Background: an optimization exercise with open tools, aiming at small area and a short achievable clock period. Do not read the settings as production practice.
At most, simulation tests tie the RTL to the original design; equivalence was not proved.
Power is estimated from default activity; no workload was simulated.

job 7995:
==> flow/design.v <==
module softplus8_pla (
    input  wire clk,
    input  wire rst,
    input  wire signed [15:0] x,
    output wire [15:0] y
);
  wire neg0 = x[15];
  wire tz0 = ~|x[6:0];
  wire [3:0] am0 = x[10:7] ^ {4{neg0}};
  wire big0 = neg0 ? ~&x[14:11] : |x[14:11];
  wire pos0 = ~neg0;                                         
  wire ge9 = am0[3] & (am0[2] | am0[1] | am0[0]);
  wire seg70 = ~neg0 & (big0 | ge9);                         
  wire zero0 = neg0 & (big0 | (am0[3] & am0[2]) | (am0 == 4'd11 & tz0));   
  wire [2:0] jh0 = (big0 | ge9) ? 3'd0 :
                   {am0 <= 4'd2, am0 >= 4'd3 & am0 <= 4'd5, am0 >= 4'd6};    
  wire inc0 = tz0 & ~big0 & (neg0 ? (am0 == 4'd2 | am0 == 4'd5) : am0 == 4'd9);
  wire dec0 = tz0 & ~big0 & (neg0 ? am0 == 4'd8 : (am0 == 4'd3 | am0 == 4'd6));
  wire [7:0] u0 = pos0 ? 8'd128 - {1'b0, x[6:0]} : {1'b0, x[6:0]};
  wire [7:0] K0;
  assign K0[0] = (~am0[0] & am0[1]) | (~am0[2] & ~am0[3]) | (am0[1] & am0[3]) | (~am0[0] & ~am0[2]) | (am0[0] & ~am0[1] & am0[2]);
  assign K0[1] = (~am0[0] & ~am0[3]) | (am0[1] & ~am0[2]);
  assign K0[2] = (~am0[1] & ~am0[2]) | (am0[0] & ~am0[2] & ~am0[3]) | (am0[0] & ~am0[1]);
  assign K0[3] = (am0[0] & ~am0[1] & ~am0[3]) | (am0[2]);
  assign K0[4] = (am0[0] & ~am0[1] & ~am0[2] & ~am0[3]) | (~am0[0] & am0[1] & ~am0[2] & ~am0[3]) | (~am0[0] & ~am0[1] & am0[2]);
  assign K0[5] = (am0[1] & ~am0[2] & ~am0[3]);
  assign K0[6] = (am0[0] & ~am0[1] & ~am0[2] & ~am0[3]);
  assign K0[7] = (~am0[0] & ~am0[1] & ~am0[2] & ~am0[3]);
  wire nz0 = ~tz0 | x[7];
  reg [14:7] xh1;
  reg [7:0] u1;
  reg [7:0] K1;
  reg [2:0] jh1;
  reg pos1, seg71, zero1, nz1, ci1, dec1;
  wire [13:0] w = {6'd0, u1};
  wire [13:0] rA = jh1[2] ? w << 5 : jh1[1] ? w << 3 : jh1[0] ? w << 1 : seg71 ? {~xh1[14:8], 7'd0} : 14'd0;
  wire [13:0] rB = jh1[2] ? w << 3 : jh1[1] ? w << 2 : jh1[0] ? w : 14'd0;
  wire [13:0] rC = jh1[2] ? w << 1 : jh1[1] ? w : 14'd0;
  wire [13:0] s1 = rA ^ rB ^ rC;
  wire [13:0] c1 = ((rA & rB) | (rA & rC) | (rB & rC)) << 1;
  wire [7:0] lo = {1'b0, s1[6:0]} + {1'b0, c1[6:0]};
  wire [6:0] hi = s1[13:7] + c1[13:7];    
  wire usep = pos1 | seg71;
  wire [9:0] Pl = dec1 ? {{3{~(usep & xh1[7])}}, 7'h7f} :
                  usep ? {2'b0, xh1[7], ~u1[6:0] & {7{~u1[7]}}} : 10'd0;
  wire [9:0] Ke = zero1 ? 10'd0 : seg71 ? (nz1 ? -10'sd119 : -10'sd118) : {2'b0, K1};
  wire [9:0] PK = Pl + Ke + {9'd0, ci1};
  reg [6:0] ph2;
  reg [9:0] PK2;
  reg [6:0] E2;
  reg c72;
  wire [9:0] sl = PK2 + {3'd0, E2} + {9'd0, c72};
  reg [7:0] fl3;
  reg [6:0] ph3;
  reg [1:0] d3;
  wire [6:0] fh = ph3 + {{5{d3[1]}}, d3};
  reg [14:0] f4;
  always @(posedge clk) begin
    xh1 <= x[14:7]; u1 <= u0; jh1 <= jh0; K1 <= K0;
    pos1 <= pos0; seg71 <= seg70; zero1 <= zero0; nz1 <= nz0; dec1 <= dec0;
    ci1 <= tz0 ? inc0 : pos0;
    ph2 <= usep ? xh1[14:8] : 7'd0; PK2 <= PK; E2 <= hi; c72 <= lo[7];
    fl3 <= sl[7:0]; ph3 <= ph2; d3 <= sl[9:8];
  end
  always @(posedge clk or posedge rst)
    if (rst) f4 <= 15'd0;
    else f4 <= {fh, fl3};
  assign y = {1'b0, f4};
endmodule
Settings: LEC_CHECK=0, ABC_AREA=1, CAP_MARGIN=20, CORE_MARGIN=2, CORE_UTILIZATION=70, SETUP_SLACK_MARGIN=3.3, SLEW_MARGIN=20; clock period 5.5 ns.
standard.sh (not shown) runs the stock make flow with config.mk's settings and CLKGATE_MAP_FILE= SYNTH_SCRIPT=/design/flow/synth_recipe.tcl, a recipe that flattens the netlist after the stock synthesis.
==> flow/flow/run.sh <==
#!/bin/bash
set -o pipefail
cp standard.sh standard_copy.log
export BUFFER_PORTS_ARGS="-buffer_cell sky130_fd_sc_hd__buf_2"
bash standard.sh > standard.log 2>&1
## Diff of input files: job 8459 against job 7995
==> flow/design.v <==
module softplus8_pla (
    input  wire clk,
    input  wire rst,
    input  wire signed [15:0] x,
    output wire [15:0] y
);
  wire neg0 = x[15];
  wire tz0 = ~|x[6:0];
  wire [3:0] am0 = x[10:7] ^ {4{neg0}};
  wire big0 = neg0 ? ~&x[14:11] : |x[14:11];
  wire pos0 = ~neg0;                                         
  wire ge9 = am0[3] & (am0[2] | am0[1] | am0[0]);
  wire seg70 = ~neg0 & (big0 | ge9);                         
  wire zero0 = neg0 & (big0 | (am0[3] & am0[2]) | (am0 == 4'd11 & tz0));   
  wire [2:0] jh0 = (big0 | ge9) ? 3'd0 :
                   {am0 <= 4'd2, am0 >= 4'd3 & am0 <= 4'd5, am0 >= 4'd6};    
  wire inc0 = tz0 & ~big0 & (neg0 ? (am0 == 4'd2 | am0 == 4'd5) : am0 == 4'd9);
  wire dec0 = tz0 & ~big0 & (neg0 ? am0 == 4'd8 : (am0 == 4'd3 | am0 == 4'd6));
  wire [7:0] u0 = pos0 ? 8'd128 - {1'b0, x[6:0]} : {1'b0, x[6:0]};
  wire [7:0] K0;
  assign K0[0] = (~am0[0] & am0[1]) | (~am0[2] & ~am0[3]) | (am0[1] & am0[3]) | (~am0[0] & ~am0[2]) | (am0[0] & ~am0[1] & am0[2]);
  assign K0[1] = (~am0[0] & ~am0[3]) | (am0[1] & ~am0[2]);
  assign K0[2] = (~am0[1] & ~am0[2]) | (am0[0] & ~am0[2] & ~am0[3]) | (am0[0] & ~am0[1]);
  assign K0[3] = (am0[0] & ~am0[1] & ~am0[3]) | (am0[2]);
  assign K0[4] = (am0[0] & ~am0[1] & ~am0[2] & ~am0[3]) | (~am0[0] & am0[1] & ~am0[2] & ~am0[3]) | (~am0[0] & ~am0[1] & am0[2]);
  assign K0[5] = (am0[1] & ~am0[2] & ~am0[3]);
  assign K0[6] = (am0[0] & ~am0[1] & ~am0[2] & ~am0[3]);
  assign K0[7] = (~am0[0] & ~am0[1] & ~am0[2] & ~am0[3]);
  wire nz0 = ~tz0 | x[7];
  reg [14:7] xh1;
  reg [7:0] u1;
  reg [7:0] K1;
  reg [2:0] jh1;
  reg pos1, seg71, zero1, nz1, ci1, dec1;
  wire [13:0] w = {6'd0, u1};
  wire [13:0] rA = jh1[2] ? w << 5 : jh1[1] ? w << 3 : jh1[0] ? w << 1 : seg71 ? {~xh1[14:8], 7'd0} : 14'd0;
  wire [13:0] rB = jh1[2] ? w << 3 : jh1[1] ? w << 2 : jh1[0] ? w : 14'd0;
  wire [13:0] rC = jh1[2] ? w << 1 : jh1[1] ? w : 14'd0;
  wire [13:0] s1 = rA ^ rB ^ rC;
  wire [13:0] c1 = ((rA & rB) | (rA & rC) | (rB & rC)) << 1;
  wire [7:0] lo = {1'b0, s1[6:0]} + {1'b0, c1[6:0]};
  wire usep = pos1 | seg71;
  wire [9:0] Pl = dec1 ? {{3{~(usep & xh1[7])}}, 7'h7f} :
                  usep ? {2'b0, xh1[7], ~u1[6:0] & {7{~u1[7]}}} : 10'd0;
  wire [9:0] Ke = zero1 ? 10'd0 : seg71 ? (nz1 ? -10'sd119 : -10'sd118) : {2'b0, K1};
  wire [9:0] PK = Pl + Ke + {9'd0, ci1};
  reg [6:0] ph2;
  reg [9:0] PK2;
  reg [6:0] S2, C2;
  reg c72;
  wire [9:0] sl = PK2 + {3'd0, S2} + {3'd0, C2} + {9'd0, c72};
  reg [7:0] fl3;
  reg [6:0] ph3;
  reg [1:0] d3;
  wire [6:0] fh = ph3 + {{5{d3[1]}}, d3};
  reg [14:0] f4;
  always @(posedge clk) begin
    xh1 <= x[14:7]; u1 <= u0; jh1 <= jh0; K1 <= K0;
    pos1 <= pos0; seg71 <= seg70; zero1 <= zero0; nz1 <= nz0; dec1 <= dec0;
    ci1 <= tz0 ? inc0 : pos0;
    ph2 <= usep ? xh1[14:8] : 7'd0; PK2 <= PK; S2 <= s1[13:7]; C2 <= c1[13:7]; c72 <= lo[7];
    fl3 <= sl[7:0]; ph3 <= ph2; d3 <= sl[9:8];
  end
  always @(posedge clk or posedge rst)
    if (rst) f4 <= 15'd0;
    else f4 <= {fh, fl3};
  assign y = {1'b0, f4};
endmodule
==> comparison <==
Job 8459 against job 7995: horizontal die dimension rose 0.47 um, share of final-layout standard cells stronger than drive strength 1 fell 3.1 points, final hold slack about even, routed wire length per instance fell about 4.4%.
Against job 7995, die area in job 8459 rose slightly.
| final-layout clock-cell area share | job 8459 vs job 7995 | 0.78 points lower |
Launch point of the worst path = C2[0]: job 8459; launch point of the worst path = jh1[1]: job 7995
The internal power consumption in job 8459 sits 0.054 mW below the value recorded for job 7995.
When job 8459 is measured against job 7995, its via count turns out 217 lower.
Re slack of the critical path: job 8459 and job 7995 aren't equal, and the higher value belongs to job 8459.
The RTL of job 7995 was laid out without a check of its function.

========
run E:
Another version of the RTL of softplus8_pla (not shown whole).
For scale: ~480 cells after synthesis, roughly 87 flip-flops, about 34 I/O pins, about 4600 sq um of cells after synthesis.
==> module softplus8_pla, before the edit <==
module softplus8_pla (
    input  wire clk,
    input  wire rst,
    input  wire signed [15:0] x,
    output wire [15:0] y
);
  wire neg0 = x[15];
  wire tz0 = ~|x[6:0];
  wire [3:0] am0 = x[10:7] ^ {4{neg0}};
  wire big0 = neg0 ? ~&x[14:11] : |x[14:11];
  wire pos0 = ~neg0;                                         
  wire ge9 = am0[3] & (am0[2] | am0[1] | am0[0]);
  wire seg70 = ~neg0 & (big0 | ge9);                         
  wire zero0 = neg0 & (big0 | (am0[3] & am0[2]) | (am0 == 4'd11 & tz0));   
  wire [2:0] jh0 = (big0 | ge9) ? 3'd0 :
                   {am0 <= 4'd2, am0 >= 4'd3 & am0 <= 4'd5, am0 >= 4'd6};    
  wire inc0 = tz0 & ~big0 & (neg0 ? (am0 == 4'd2 | am0 == 4'd5) : am0 == 4'd9);
  wire dec0 = tz0 & ~big0 & (neg0 ? am0 == 4'd8 : (am0 == 4'd3 | am0 == 4'd6));
  wire [7:0] u0 = pos0 ? 8'd128 - {1'b0, x[6:0]} : {1'b0, x[6:0]};
  wire [7:0] K0;
  assign K0[0] = (~am0[0] & am0[1]) | (~am0[2] & ~am0[3]) | (am0[1] & am0[3]) | (~am0[0] & ~am0[2]) | (am0[0] & ~am0[1] & am0[2]);
  assign K0[1] = (~am0[0] & ~am0[3]) | (am0[1] & ~am0[2]);
  assign K0[2] = (~am0[1] & ~am0[2]) | (am0[0] & ~am0[2] & ~am0[3]) | (am0[0] & ~am0[1]);
  assign K0[3] = (am0[0] & ~am0[1] & ~am0[3]) | (am0[2]);
  assign K0[4] = (am0[0] & ~am0[1] & ~am0[2] & ~am0[3]) | (~am0[0] & am0[1] & ~am0[2] & ~am0[3]) | (~am0[0] & ~am0[1] & am0[2]);
  assign K0[5] = (am0[1] & ~am0[2] & ~am0[3]);
  assign K0[6] = (am0[0] & ~am0[1] & ~am0[2] & ~am0[3]);
  assign K0[7] = (~am0[0] & ~am0[1] & ~am0[2] & ~am0[3]);
  wire [7:0] Ke0 = zero0 ? 8'd0 : seg70 ? 8'd9 : K0;
  reg [14:7] xh1;
  reg [7:0] u1, Ke1;
  reg [2:0] jh1;
  reg pos1, seg71, ci1, dec1;
  wire [12:0] w = {5'd0, u1};
  wire [12:0] rA = jh1[2] ? w << 5 : jh1[1] ? w << 3 : jh1[0] ? w << 1 : 13'd0;
  wire [12:0] rB = jh1[2] ? w << 3 : jh1[1] ? w << 2 : jh1[0] ? w : 13'd0;
  wire [12:0] rC = jh1[2] ? w << 1 : jh1[1] ? w : 13'd0;
  wire [12:0] s1 = rA ^ rB ^ rC;
  wire [12:0] c1 = ((rA & rB) | (rA & rC) | (rB & rC)) << 1;
  wire [7:0] lo = {1'b0, s1[6:0]} + {1'b0, c1[6:0]};
  wire [5:0] hi = s1[12:7] + c1[12:7];    
  wire usep = pos1 | seg71;
  wire [9:0] Pl = usep ? {2'b0, xh1[7], ~u1[6:0] & {7{~u1[7]}}} : 10'd0;
  wire [9:0] An = seg71 ? {3'b111, ~xh1[14:8]} : {10{dec1}};
  wire [9:0] PK = Pl + {2'b0, Ke1} + An + {9'd0, ci1};
  reg [6:0] ph2;
  reg [9:0] PK2;
  reg [5:0] H2;
  reg c72;
  wire [9:0] sl = PK2 + {4'd0, H2} + {9'd0, c72};
  reg [7:0] fl3;
  reg [6:0] ph3;
  reg [1:0] d3;
  wire [6:0] fh = ph3 + {{5{d3[1]}}, d3};
  reg [14:0] f4;
  always @(posedge clk) begin
    xh1 <= x[14:7]; u1 <= u0; jh1 <= jh0; Ke1 <= Ke0;
    pos1 <= pos0; seg71 <= seg70; dec1 <= dec0;
    ci1 <= tz0 ? ((seg70 & ~x[7]) | inc0) : pos0;
    ph2 <= usep ? xh1[14:8] : 7'd0; PK2 <= PK; H2 <= hi; c72 <= lo[7];
    fl3 <= sl[7:0]; ph3 <= ph2; d3 <= sl[9:8];
  end
  always @(posedge clk or posedge rst)
    if (rst) f4 <= 15'd0;
    else f4 <= {fh, fl3};
  assign y = {1'b0, f4};
endmodule
Settings: LEC_CHECK=0, CAP_MARGIN=20, CORE_MARGIN=2, CORE_UTILIZATION=70, SETUP_SLACK_MARGIN=2.9, SLEW_MARGIN=20; clock period 5.5 ns.
run.sh (not shown) runs the stock make flow with config.mk's settings and CLKGATE_MAP_FILE= SYNTH_SCRIPT=/design/flow/synth_recipe.tcl, a recipe that flattens the netlist after the stock synthesis.
Stock flow here: none of the scripts above is used.
## Diff of input files: run A against run E
==> flow/design.v <==
module softplus8_pla (
    input  wire clk,
    input  wire rst,
    input  wire signed [15:0] x,
    output wire [15:0] y
);
  wire neg0 = x[15];
  wire tz0 = ~|x[6:0];
  wire [3:0] am0 = x[10:7] ^ {4{neg0}};
  wire big0 = neg0 ? ~&x[14:11] : |x[14:11];
  wire pos0 = ~neg0;                                         
  wire ge9 = am0[3] & (am0[2] | am0[1] | am0[0]);
  wire seg70 = ~neg0 & (big0 | ge9);                         
  wire zero0 = neg0 & (big0 | (am0[3] & am0[2]) | (am0 == 4'd11 & tz0));   
  wire [2:0] jh0 = (big0 | ge9) ? 3'd0 :
                   {am0 <= 4'd2, am0 >= 4'd3 & am0 <= 4'd5, am0 >= 4'd6};    
  wire inc0 = tz0 & ~big0 & (neg0 ? (am0 == 4'd2 | am0 == 4'd5) : am0 == 4'd9);
  wire dec0 = tz0 & ~big0 & (neg0 ? am0 == 4'd8 : (am0 == 4'd3 | am0 == 4'd6));
  wire [7:0] u0 = pos0 ? 8'd128 - {1'b0, x[6:0]} : {1'b0, x[6:0]};
  reg [15:7] xh1;
  reg [7:0] u1;
  reg [2:0] jh1;
  reg pos1, seg71, zero1, ci1, dec1;
  wire [12:0] w = {5'd0, u1};
  wire [12:0] rA = jh1[2] ? w << 5 : jh1[1] ? w << 3 : jh1[0] ? w << 1 : 13'd0;
  wire [12:0] rB = jh1[2] ? w << 3 : jh1[1] ? w << 2 : jh1[0] ? w : 13'd0;
  wire [12:0] rC = jh1[2] ? w << 1 : jh1[1] ? w : 13'd0;
  wire [12:0] s1 = rA ^ rB ^ rC;
  wire [12:0] c1 = ((rA & rB) | (rA & rC) | (rB & rC)) << 1;
  wire [7:0] lo = {1'b0, s1[6:0]} + {1'b0, c1[6:0]};
  wire [5:0] hi = s1[12:7] + c1[12:7];    
  wire [3:0] am1 = xh1[10:7] ^ {4{xh1[15]}};
  wire [7:0] K1;
  assign K1[0] = (~am1[0] & am1[1]) | (~am1[2] & ~am1[3]) | (am1[1] & am1[3]) | (~am1[0] & ~am1[2]) | (am1[0] & ~am1[1] & am1[2]);
  assign K1[1] = (~am1[0] & ~am1[3]) | (am1[1] & ~am1[2]);
  assign K1[2] = (~am1[1] & ~am1[2]) | (am1[0] & ~am1[2] & ~am1[3]) | (am1[0] & ~am1[1]);
  assign K1[3] = (am1[0] & ~am1[1] & ~am1[3]) | (am1[2]);
  assign K1[4] = (am1[0] & ~am1[1] & ~am1[2] & ~am1[3]) | (~am1[0] & am1[1] & ~am1[2] & ~am1[3]) | (~am1[0] & ~am1[1] & am1[2]);
  assign K1[5] = (am1[1] & ~am1[2] & ~am1[3]);
  assign K1[6] = (am1[0] & ~am1[1] & ~am1[2] & ~am1[3]);
  assign K1[7] = (~am1[0] & ~am1[1] & ~am1[2] & ~am1[3]);
  wire usep = pos1 | seg71;
  wire [9:0] Pl = usep ? {2'b0, xh1[7], ~u1[6:0] & {7{~u1[7]}}} : 10'd0;
  wire [7:0] Ke = zero1 ? 8'd0 : seg71 ? 8'd9 : K1;
  wire [9:0] An = seg71 ? {3'b111, ~xh1[14:8]} : {10{dec1}};
  wire [9:0] PK = Pl + {2'b0, Ke} + An + {9'd0, ci1};
  reg [6:0] ph2;
  reg [9:0] PK2;
  reg [5:0] H2;
  reg c72;
  wire [9:0] sl = PK2 + {4'd0, H2} + {9'd0, c72};
  reg [7:0] fl3;
  reg [6:0] ph3;
  reg [1:0] d3;
  wire [6:0] fh = ph3 + {{5{d3[1]}}, d3};
  reg [14:0] f4;
  always @(posedge clk) begin
    xh1 <= x[15:7]; u1 <= u0; jh1 <= jh0;
    pos1 <= pos0; seg71 <= seg70; zero1 <= zero0; dec1 <= dec0;
    ci1 <= tz0 ? ((seg70 & ~x[7]) | inc0) : pos0;
    ph2 <= usep ? xh1[14:8] : 7'd0; PK2 <= PK; H2 <= hi; c72 <= lo[7];
    fl3 <= sl[7:0]; ph3 <= ph2; d3 <= sl[9:8];
  end
  always @(posedge clk or posedge rst)
    if (rst) f4 <= 15'd0;
    else f4 <= {fh, fl3};
  assign y = {1'b0, f4};
endmodule
Results
- Run A reached the final stage; the timing, design-rule and antenna checks on its layout passed.
- Diff run A..run E | design area | negligible
- On wire length, run E loses to run A.
- Diff run A..run E | simple-gate share of the synthesized area | negligible
- Run E → run A: number of cells produced by synthesis went down about 1.2%, count of multi-input gates shrank by 11, initial core utilization saw a decrease, number of global-route vias before repair down 188, core footprint dropped about 1.1%.
- Per the comparison of run A with run E, number of flops mapped to enable cells by yosys now sits at about the same level, post-synthesis net count shows a reduction of 6, worst-case setup margin in the final layout dropped 0.31 ns, sequential share of layout area shrank by 1.8 points, cell leakage power up about 3%.
- From run A to run E, I/O pin count did not move at all.
Function was not checked in any run of this note: the RTL went through the layout flow alone.

[static timing again, ports no longer ideal]
The results above use ideal ports. As a check the final layouts listed here were re-extracted and re-timed, cells and wires unchanged. Step 1 assumes that a clkbuf_16 drives the clock port and a buf_2 every other input. Step 2 moves the port delays by t, midway between the first and last clock arrival at a register: inputs arrive t later, outputs are due t later. That takes back most of the time a late clock gives input paths. a / b / c = no drivers / after step 1 / after step 2; a / b = the first two.
run	shift t [ns]	setup WS [ns]	latest minus earliest clock arrival (ns)
job 7995	0.377	3.062 / 3.062 / 3.062	0.010 / 0.010
job 8459	0.391	3.357 / 3.357 / 3.072	0.011 / 0.010
run E	0.388	2.752 / 2.752 / 2.642	0.015 / 0.015
run A	0.397	2.437 / 2.437 / 2.437	0.012 / 0.012
After both steps every run listed still meets setup and hold. The setup slack of job 8459, which loses most, moves by 0.000 ns with the drivers and by -0.285 ns with both steps.
